Background: an optimization exercise with open tools, aiming at small area. Do not read the settings as production practice. Only simulation tests tie the RTL to the original design; equivalence was not proved. Power and IR drop assume default switching activity.

**design.v**
```verilog
`timescale 1ns / 1ps
module casino(d, s, c, start, roll, rst, clk);
	output [3:0] d;
	output [6:0] s;
	input [7:0] c;
	input start, clk, roll, rst;
	reg [10:0] cap;   
	wire [10:0] ca = cap ^ 11'd682;
	wire ca_j = ((ca & 11'd1023) == 11'd1020);
	wire ca_d0 = ((ca & 11'd2047) == 11'd40);
	wire ca_fb = ca[10] ^ ca[1] ^ ca_j;
	always @(posedge clk) cap <= rst ? 11'd469 : ({ca[9:0], ca_fb} ^ 11'd682);
	reg [4:0] cyp;   
	wire [4:0] cy = cyp ^ 5'd10;
	wire cy_j = ((cy & 5'd15) == 5'd11);
	wire cy_fb = cy[4] ^ cy[1] ^ cy_j;
	always @(posedge clk) cyp <= rst ? 5'd15 : ({cy[3:0], cy_fb} ^ 5'd10);
	reg [3:0] cvp;   
	wire [3:0] cv = cvp ^ 4'd10;
	wire cv_j = ((cv & 4'd6) == 4'd0);
	wire cv_fb = cv[3] ^ cv[0] ^ cv_j;
	always @(posedge clk) cvp <= rst ? 4'd1 : ({cv[2:0], cv_fb} ^ 4'd10);
	wire e54 = ca_j & cy_j;          
	wire stick = ca_d0 & cv_j;       
	reg [2:0] kk;
	always @(posedge clk)
		if (rst) kk <= 3'd0;
		else if (e54) kk <= kk + 3'd1;
	wire [1:0] k = kk[2:1];
	assign d = ~(4'b0001 << k);
	reg [7:0] r;
	always @(posedge clk)
		if (rst) r <= 8'hFF;
		else if (stick) r <= start ? {r[6:0], ^(c & r)} : 8'hFF;
	reg W, roll_q;
	always @(posedge clk)
		if (rst) begin W <= 1'b0; roll_q <= 1'b1; end
		else begin
			roll_q <= roll;
			if (roll & ~roll_q & start) W <= (r[7:4] == r[3:0]);
		end
	localparam [15:0] H0 = 16'b0001000010000011;
	localparam [15:0] H1 = 16'b0010000010001110;
	localparam [15:0] H2 = 16'b0000001010111010;
	localparam [15:0] H3 = 16'b1000011010010010;
	localparam [15:0] H4 = 16'b1101000000000100;
	localparam [15:0] H5 = 16'b1101100001100000;
	localparam [15:0] H6 = 16'b0010100000010010;
	wire [3:0] nib = (k == 2'd0) ? r[7:4] : r[3:0];
	wire [6:0] hx = {H6[nib], H5[nib], H4[nib], H3[nib], H2[nib], H1[nib], H0[nib]};
	reg [4:0] sc;
	always @(posedge clk)
		if (rst) sc <= 5'b10001;                            
		else case (k)
			2'd0: sc <= {1'b0, r[7:4]};
			2'd1: sc <= {1'b0, r[3:0]};
			2'd2: sc <= W ? 5'b11010 : 5'b00000;            
			default: sc <= {1'b1, 1'b1, W, W, 1'b0};        
		endcase
	wire [6:0] hs = {H6[sc[3:0]], H5[sc[3:0]], H4[sc[3:0]], H3[sc[3:0]], H2[sc[3:0]], H1[sc[3:0]], H0[sc[3:0]]};
	assign s = hs ^ {1'b0, sc[4], sc[4], 4'b0} | {sc[4], 5'b0, sc[4]};
endmodule
```
**flow/run.sh**
```bash
#!/bin/bash
# Own layout flow: the standard synthesis, then an area-oriented re-mapping
# of the combinational logic (registers, their cells and names untouched), then
# the standard layout steps with small port buffers and a clock tree
# without dummy loads.
set -euo pipefail
W=$PWD
R=$W/orfs/results/${FLOW_PLATFORM}/casino/base
LIB=$FLOW_HOME/platforms/${FLOW_PLATFORM}/lib/sky130_fd_sc_hd__tt_025C_1v80.lib

bash standard.sh synth > $W/1_standard_synth.log 2>&1

cp $R/1_2_yosys.v $W/1_2_yosys_standard.v
# try a few ABC scripts and keep the smallest result
best=""; besta=""
i=0
for scr in "strash;dc2;dch,-f;map,-a;topo" \
           "strash;&get,-n;&deepsyn,-T,20,-S,1;&put;dch,-f;map,-a;topo" \
           "strash;&get,-n;&deepsyn,-T,20,-S,2;&put;dch,-f;map,-a;topo" \
           "strash;&get,-n;&deepsyn,-T,20,-S,3;&put;dch,-f;amap;topo"; do
  i=$((i+1))
  ABCSCRIPT="$scr" LIB=$LIB IN=$W/1_2_yosys_standard.v OUT=$W/1_2_yosys_remap$i.v \
    yosys -c $W/flow/remap.tcl > $W/2_remap$i.log 2>&1 || continue
  a=$(awk '/Chip area/ {print $NF}' $W/1_2_yosys_remap$i.v.stat)
  echo "remap $i: $a ($scr)" >> $W/2_remap_summary.log
  if [[ -z "$best" ]] || awk "BEGIN {exit !($a < $besta)}"; then best=$i; besta=$a; fi
done
echo "chosen: $best ($besta)" >> $W/2_remap_summary.log
cp $W/1_2_yosys_remap$best.v $R/1_2_yosys.v
rm -f $R/1_synth.odb $R/1_synth.sdc

bash standard.sh \
  "BUFFER_PORTS_ARGS=-buffer_cell sky130_fd_sc_hd__buf_1" \
  "CTS_ARGS=-sink_clustering_enable -repair_clock_nets -dont_use_dummy_load -buf_list sky130_fd_sc_hd__clkbuf_4" \
  finish > $W/3_standard_layout.log 2>&1
```
**flow/remap.tcl**
```tcl
# Re-map the combinational logic of the standard synthesis netlist for area.
yosys -import
set lib $::env(LIB)
read_liberty -ignore_miss_func $lib
# keep every sequential cell as it is
foreach c {dfxtp_1 dfxtp_2 dfxtp_4 dfxbp_1 dfxbp_2 dfrtp_1 dfrtp_2 dfrtp_4 dfstp_1 dfstp_2 dfstp_4 edfxtp_1 sdfxtp_1} {
  catch { setattr -mod -set blackbox 1 sky130_fd_sc_hd__$c }
}
read_verilog $::env(IN)
hierarchy -top casino
flatten
opt_clean -purge
set dont_use {}
foreach c [split [exec grep -o {cell *( *"\?sky130_fd_sc_hd__[a-z0-9_]*} $lib] "\n"] {
  regsub {cell *\( *"?} $c {} c
  if { [regexp {lpflow|probe} $c] } { lappend dont_use -dont_use $c }
}
abc -liberty $lib {*}$dont_use -script "+$::env(ABCSCRIPT)"
opt_clean -purge
hilomap -singleton -hicell sky130_fd_sc_hd__conb_1 HI -locell sky130_fd_sc_hd__conb_1 LO
splitnets
opt_clean -purge
tee -o $::env(OUT).stat stat -liberty $lib
write_verilog -noattr -nohex -nodec $::env(OUT)
```
**standard.sh**
```bash
#!/bin/bash
# synth_recipe.tcl (not shown) runs the flow's synth.tcl, then flattens the netlist and writes it again
# the make line also repeats each setting of config.mk as NAME=value (left out here)
make -C /OpenROAD-flow-scripts/flow DESIGN_CONFIG=/design/flow/config.mk WORK_HOME=/design/flow/orfs CLKGATE_MAP_FILE= SYNTH_SCRIPT=/design/flow/synth_recipe.tcl "${@:-finish}"
```
**config.mk**
```make
export PLATFORM = sky130hd
export DESIGN_NAME = casino
export DESIGN_NICKNAME = casino
export VERILOG_FILES = /design/flow/design.v
export SDC_FILE = /design/flow/constraint.sdc
export NUM_CORES = 4
export LEC_CHECK = 0
export CAP_MARGIN = 20
export CORE_AREA = 4 4 68 68
export DIE_AREA = 0 0 72 72
export SLEW_MARGIN = 20
```
**constraint.sdc**
```tcl
create_clock -name core_clock -period 10.0 [get_ports {clk}]
set_input_delay 2.0000 -clock core_clock [delete_from_list [all_inputs] [get_ports {clk}]]
set_output_delay 2.0000 -clock core_clock [all_outputs]
set_load 0.01 [all_outputs]
```
==> impl_metrics.toml, run 1 <==
[clocking]
cts.reportedPaths.clkPinSlew_ns = 0.11
cts_num_sinks = 38
cts.repair.resized = 0
cts_buffers = 5
postCtsHoldBufs = 0
cts-root-buf = "sky130_fd_sc_hd__clkbuf_4"
cts_tree = "yes"
postCtsSetupBuffers = 0
htree_num_levels = 2
clock_tree.buffer_depth = 2
clkLatencyLatePin_ns = 0.34

[synth]
ys_warn_count = 1
post_synth_inst_count = 193
avgSynthCellArea_um2 = 7.77
synth.net_count = 205
post_synth_instance_area_um2 = 1500

[worst_setup_path]
r2r-end = "r[0]"
worst_r2r_startpoint = "cap[1]"
crit_fanout = 4
crit_required_ns = 8.00
startpoint_type = "flop"
ff2ff_path_depth = 6
critical_path.cell_chain = "clkinv_1, nor2_1, nor2_1, clkinv_1, nor2_1, o21ai_0, nor3_1, a21oi_1, nand3_1, o21ai_0, nand2_1, o21ai_0, buf_1"
critical_path_class = "flop to output pin"
worst-endpoint-arrival_ns = 2.40
crit_path_max_incr_delay_ns = 0.39
critPathCaptureType = "output pin"
cell_with_the_largest_stage_delay_on_the_worst_path = "sky130_fd_sc_hd__dfxtp_1"
regToRegSetupSlack_ns = 8.03

[global_route]
grt_pass1_wl_um = 5230
gr-usage-all-layers_pct = 12.9
grt_ovf = 0
grt_start_max_net_pins = 20
grt_pass1_vias = 1153
grt_antenna_before_repair = 0

[timing]
slew_margin_rel_pct = 37.2
setup_viol = 0
hold_viol_final = 0
tns_ns = 0
finalClockSkew_ns = 0.0160
grt_setup_unrepaired = "false"
post_layout_minimum_cycle_time_ns = 4.40
share_of_the_cycle_needed_by_the_critical_path_after_routing_pct = 44.0
slew_viol_final = 0
worst_max_slew_pin_slew_ns = 0.935
max_clock_freq_mhz = 227

[detailed_routing]
drt-initial-drc-count = 33
post_drt_via_cell_ratio = 4.70
routed-via-count = 1270
dr.max_layer_used = "met4"
detailroute.wirelength.met3_um = 172
met1_length_um = 1490
wl_um = 2990
drc = 0
met2RoutedLength_um = 1300
postRouteAntennaNets = 0
routedWlPerCell_um = 11.1
drt_pass1_iterations = 4

[run]
drv.max_cap_violation_count = 0

[final_layout]
layout-area-overhead-vs-synth_pct = 12.2
multi_input_area_um2 = 629
finalNonFillerCells = 270
n_antenna_cell = 0
stdcell_area_um2 = 1680
finalNetCount = 234
register_area_um2 = 761
layout.filler_cells = 421
fin_util_pct = 42.3
post_route_cells_drive_above_1_share_pct = 2.73

[min_path]
hold_path_startpoint = "cap[6]"
hold_path_class = "flop to flop"
worst_hold_path_depth = 1
hold_path_end = "cap[7]"

[pwr]
ratio_of_total_power_to_cell_area_nw_per_um2 = 151
post_route_total_power_uw = 254
power_leakage_uw = 0.000645
worst_ir_drop_vdd_v = 0.0000790

[floorplan]
die_area_um2 = 5180
starting_utilization_of_the_core_area_pct = 37.7
coreArea_um2 = 3970
placementRows = 23
top_level_ports = 23
die_height_um = 72
die-width_um = 72

[place]
place_congestion = 0.800
dp_cells = 265
buffer_ports.inserted = 22
place_hpwl_um = 2250
placed_cell_area_um2 = 1640

[status]
outcome = "finished clean"
## cell type report
cell class	instances	area share [%]
inverters	29	6.47
well taps	50	3.72
flip-flops and latches	38	45.2
clock buffers	5	2.23
multi-input cells	126	37.4
repair buffers	22	4.91
## metrics by stage
step                setup slack, ns  hold WS [ns]
floorplan                      6.15         0.366
global placement               6.00         0.376
detailed placement             5.94         0.378
CTS                            5.57         0.402
global route                   5.18         0.415
finish                         5.60         0.404
## metal layers
layer	vias to the layer above	GRT usage, %
met3	4	4.29
met2	28	19.7
li1	691	-
met1	547	17.3
met4	0	4.38
met5	-	0
## power by group
| group | internal, uW | switching [uW] | leakage [uW] |
|---|---|---|---|
| clock network | 23.5 | 44.3 | 0.0000230 |
| logic | 9.94 | 14.8 | 0.000309 |
| registers | 158 | 3.99 | 0.000313 |
## worst max path at each step
stage / from / endpoint / slack, ns
floorplan: sc[2] / s[6] / 6.15
global placement: sc[2] / s[6] / 6.00
detailed placement: sc[2] / s[6] / 5.94
CTS: sc[2] / s[6] / 5.57
global route: sc[2] / s[6] / 5.18
finish: sc[2] / s[6] / 5.60
## worst max-delay path, delay by kind of cell, from the launching register on
kind                   cells  cell delay [ns]
and+or+nand+nor            6             0.63
DFF                        1             0.39
AOI/OAI and AO/OA          4             0.72
buffers and inverters      3             0.32
## cell usage in the layout, fill, tap and decap left out
cell / count
sky130_fd_sc_hd__dfxtp_1: 38
sky130_fd_sc_hd__nand2_1: 33
sky130_fd_sc_hd__clkinv_1: 29
sky130_fd_sc_hd__nor2_1: 29
sky130_fd_sc_hd__buf_1: 22
sky130_fd_sc_hd__a21oi_1: 14
sky130_fd_sc_hd__o21ai_0: 11
sky130_fd_sc_hd__nor3_1: 7
sky130_fd_sc_hd__nand3_1: 6
sky130_fd_sc_hd__xnor2_1: 5
sky130_fd_sc_hd__clkbuf_4: 5
sky130_fd_sc_hd__xor2_1: 4
sky130_fd_sc_hd__o221ai_1: 4
sky130_fd_sc_hd__a22oi_1: 3
sky130_fd_sc_hd__nand4_1: 2
sky130_fd_sc_hd__nor4_1: 1
sky130_fd_sc_hd__o21a_1: 1
sky130_fd_sc_hd__nor3b_1: 1
sky130_fd_sc_hd__and2_2: 1
sky130_fd_sc_hd__o211ai_1: 1
sky130_fd_sc_hd__o32ai_1: 1
sky130_fd_sc_hd__a31oi_1: 1
sky130_fd_sc_hd__o22ai_1: 1
## sequential cells by signal, indices dropped and copies added (netlist names)
signal,cells
W,1
cap,11
cvp,4
cyp,5
kk,3
r,8
roll_q,1
sc,5
==> run 2: changes to the inputs <==
==> flow/run.sh (replaced) <==
#!/bin/bash
# Own layout flow: the standard synthesis, then an area-oriented re-mapping
# of the combinational logic (registers, their cells and names untouched), then
# the standard layout steps with small port buffers and a clock tree
# without dummy loads.
set -euo pipefail
W=$PWD
R=$W/orfs/results/${FLOW_PLATFORM}/casino/base
LIB=$FLOW_HOME/platforms/${FLOW_PLATFORM}/lib/sky130_fd_sc_hd__tt_025C_1v80.lib

bash standard.sh synth > $W/1_standard_synth.log 2>&1

cp $R/1_2_yosys.v $W/1_2_yosys_standard.v

# Re-map with several ABC scripts, four at a time, in two rounds (the second
# starts from the first round's best netlist), and keep the smallest result.
remap_round() {  # remap_round ROUND INPUT SCRIPTS...
  local round=$1 in=$2; shift 2
  local i=0
  for scr in "$@"; do
    i=$((i+1))
    ( ABCSCRIPT="$scr" LIB=$LIB IN=$in OUT=$W/remap_${round}_$i.v \
        timeout 300 yosys -c $W/flow/remap.tcl > $W/2_remap_${round}_$i.log 2>&1 || true ) &
    if (( i % 4 == 0 )); then wait; fi
  done
  wait
}
pick_best() {  # prints the smallest netlist among the remap_*.v written so far
  local best="" besta=""
  for f in $W/remap_*.v; do
    [[ -s $f.stat ]] || continue
    a=$(awk '/Chip area/ {print $NF}' $f.stat)
    echo "$(basename $f): $a" >> $W/2_remap_summary.log
    if [[ -z "$best" ]] || awk "BEGIN {exit !($a < $besta)}"; then best=$f; besta=$a; fi
  done
  echo "$best"
}
DS='strash;&get,-n;&deepsyn,-T,20'
remap_round 1 $W/1_2_yosys_standard.v \
  "strash;dc2;dch,-f;map,-a;topo" \
  "$DS,-S,1;&put;dch,-f;map,-a;topo" \
  "$DS,-S,2;&put;dch,-f;map,-a;strash;dch,-f;map,-a;topo" \
  "$DS,-S,3;&put;&get,-n;&dch,-f;&nf,-a,-R,1000;&put" \
  "$DS,-S,4;&put;dch,-f;map,-a;topo" \
  "$DS,-S,5;&put;dch,-f;map,-a;strash;dch,-f;map,-a;topo" \
  "$DS,-S,6;&put;dch,-f;amap;topo" \
  "strash;dc2;&get,-n;&dch,-f;&nf,-a,-R,1000;&put"
best1=$(pick_best)
echo "round 1 best: $best1" >> $W/2_remap_summary.log
remap_round 2 $best1 \
  "$DS,-S,7;&put;dch,-f;map,-a;topo" \
  "$DS,-S,8;&put;dch,-f;map,-a;strash;dch,-f;map,-a;topo" \
  "$DS,-S,9;&put;&get,-n;&dch,-f;&nf,-a,-R,1000;&put" \
  "strash;dc2;dch,-f;map,-a;topo"
best=$(pick_best)
echo "chosen: $best" >> $W/2_remap_summary.log
cp $best $R/1_2_yosys.v
rm -f $R/1_synth.odb $R/1_synth.sdc

bash standard.sh \
  "BUFFER_PORTS_ARGS=-buffer_cell sky130_fd_sc_hd__buf_1" \
  "CTS_ARGS=-sink_clustering_enable -repair_clock_nets -dont_use_dummy_load -buf_list sky130_fd_sc_hd__clkbuf_4" \
  finish > $W/3_standard_layout.log 2>&1
==> impl_metrics.toml, run 2 <==
[global_route]
grt_pass1_wl_um = 5130
grt_ovf = 0
grt_pass1_vias = 1188
grt_antenna_before_repair = 0
grt_start_max_net_pins = 20
gr-usage-all-layers_pct = 12.7

[pwr]
netSwitchingFraction_pct = 24.6
worst_ir_drop_vdd_v = 0.0000830
power_leakage_uw = 0.000641
power.sequential.fraction_pct = 64.1
power.switching_uw = 61.9
post_route_total_power_uw = 251
internal_power_uw = 190
combPwrFrac_pct = 8.9
ratio_of_total_power_to_cell_area_nw_per_um2 = 152
clock_power_share_pct = 27.0

[timing]
setup_viol = 0
final.setup.worst_slack_ns = 5.76
post_layout_minimum_cycle_time_ns = 4.24
finalClockSkew_ns = 0.0334
slew_margin_rel_pct = 43.0
tns_ns = 0
share_of_the_cycle_needed_by_the_critical_path_after_routing_pct = 42.4
hold_viol_final = 0
grt_setup_unrepaired = "false"
worst_max_slew_pin_slew_ns = 0.848
max_clock_freq_mhz = 236
slew_viol_final = 0

[final_layout]
largest_register = "cap"
layout-area-overhead-vs-synth_pct = 12.4
layout.filler_cells = 419
n_antenna_cell = 0
reg.largest.list = "cap x11, r x8"
layout_commonest_cell = "sky130_fd_sc_hd__dfxtp_1"
largest_register_ff_count = 11
register_area_um2 = 761
most-common-layout-cells = "38 x sky130_fd_sc_hd__dfxtp_1, 35 x sky130_fd_sc_hd__nor2_1, 27 x sky130_fd_sc_hd__nand2_1"
multi_input_area_um2 = 637
stdcell_area_um2 = 1660
post_route_cells_drive_above_1_share_pct = 2.36
finalNetCount = 226
fin_util_pct = 41.8

[clocking]
clock_tree.buffer_depth = 2
cts.repair.resized = 0
postCtsSetupBuffers = 0
postCtsHoldBufs = 0
cts-root-buf = "sky130_fd_sc_hd__clkbuf_4"
clkLatencyLatePin_ns = 0.36
cts_buffers = 5
cts_num_sinks = 38
cts_tree = "yes"
cts.reportedPaths.clkPinSlew_ns = 0.12
htree_num_levels = 2

[status]
outcome = "finished clean"

[worst_setup_path]
crit_path_max_incr_delay_ns = 0.45
crit_fanout = 7
critical_path_class = "flop to output pin"
cp_common_cell = "sky130_fd_sc_hd__o21ai_0"
crit_required_ns = 8.00
critPathCaptureType = "output pin"
cell_with_the_largest_stage_delay_on_the_worst_path = "sky130_fd_sc_hd__dfxtp_1"
worst-endpoint-arrival_ns = 2.24
startpoint_type = "flop"
critical_path.cell_chain = "nor2_1, a21oi_1, a22oi_1, nand3_1, o21ai_0, nor3_1, clkinv_1, o21ai_0, buf_1"

[place]
place_congestion = 0.828
place_hpwl_um = 2200
placed_cell_area_um2 = 1620
buffer_ports.inserted = 22
pre_cts_ws_ns = 6.09

[detailed_routing]
drt_pass1_iterations = 4
wl_um = 2920
drc = 0
drt-initial-drc-count = 62
routed-via-count = 1307
postRouteAntennaNets = 0
routedWlPerCell_um = 11.1
post_drt_via_cell_ratio = 4.99

[synth]
post_synth_inst_count = 185
synth.net_count = 197
post_synth_instance_area_um2 = 1480
ys_warn_count = 1
avgSynthCellArea_um2 = 7.98

[run]
drv.max_cap_violation_count = 0

[floorplan]
die_height_um = 72
top_level_ports = 23
die-width_um = 72
die_area_um2 = 5180
starting_utilization_of_the_core_area_pct = 37.2
placementRows = 23
coreArea_um2 = 3970

[min_path]
hold_path_class = "flop to flop"
-- run 2: final cells by class --
type / instances / area share, %
sequential: 38 / 45.9
multi-input combinational: 126 / 38.4
timing repair buffer: 22 / 4.98
inverter: 21 / 4.75
tap: 50 / 3.77
clock buffer: 5 / 2.26
-- run 2: final timing paths --
kind                            depth (start not counted)  startpoint  slack, ns  endpoint
worst max-delay path                                    9       sc[1]       5.76      s[6]
worst min-delay path                                    1      cap[6]       0.39    cap[7]
worst max register to register                          4      cap[3]       7.62      r[2]
worst min register to register                          1      cap[6]       0.39    cap[7]
-- run 2: through the flow --
step / hold WS, ns / cells
after floorplan: 0.361 / 185
after global placement: 0.380 / 257
after detailed placement: 0.372 / 257
after CTS: 0.393 / 262
after global routing: 0.426 / 262
final: 0.387 / 262
-- run 2: power by group through the flow --
| stage | clock network (uW) | registers, uW | logic [uW] |
|---|---|---|---|
| detailed placement | 0 | 165 | 22.6 |
| finish | 67.9 | 161 | 22.3 |
| CTS | 69.8 | 161 | 22.7 |
| floorplan | 0 | 164 | 15.8 |
| global route | 75.1 | 162 | 26.4 |
| global placement | 0 | 165 | 22.2 |
-- run 2: routing by layer --
layer	vias up	track usage, %	share of wire [%]
li1	696	-	-
met1	573	16.8	50
met2	30	18.1	41
met3	8	4.71	6.2
met4	0	6.26	2.1
met5	-	0	0
-- run 2: worst max-delay path, delay by kind of cell, from the launching register on --
kind	cells	cell delay, ns
AND/OR/NAND/NOR	3	0.50
flip-flops	1	0.45
buffers and inverters	2	0.30
AO/OA/AOI/OAI	4	0.66

## static timing again, ports no longer ideal
In the flow no input, the clock included, has a driving cell. The finished layouts below were timed again as built, in two steps.
Step 1 assumes that a clkbuf_16 drives the clock port and a buf_2 every other input.
Step 2 also shifts input and output timing later by t, the mid clock arrival at the registers, as if the neighbouring blocks saw the same clock.
Slacks: ideal ports / drivers / drivers and shift; pairs: ideal ports / drivers.
run	shift t [ns]	setup slack, ns	worst hold slack (ns)	latest minus earliest clock arrival (ns)	cell pins on the clock port's net
run 1	0.350	5.597 / 5.574 / 5.924	0.404 / 0.404 / 0.404	0.016 / 0.016	1
run 2	0.362	5.756 / 5.735 / 6.097	0.387 / 0.387 / 0.387	0.033 / 0.034	1
After both steps every run listed still meets setup and hold.
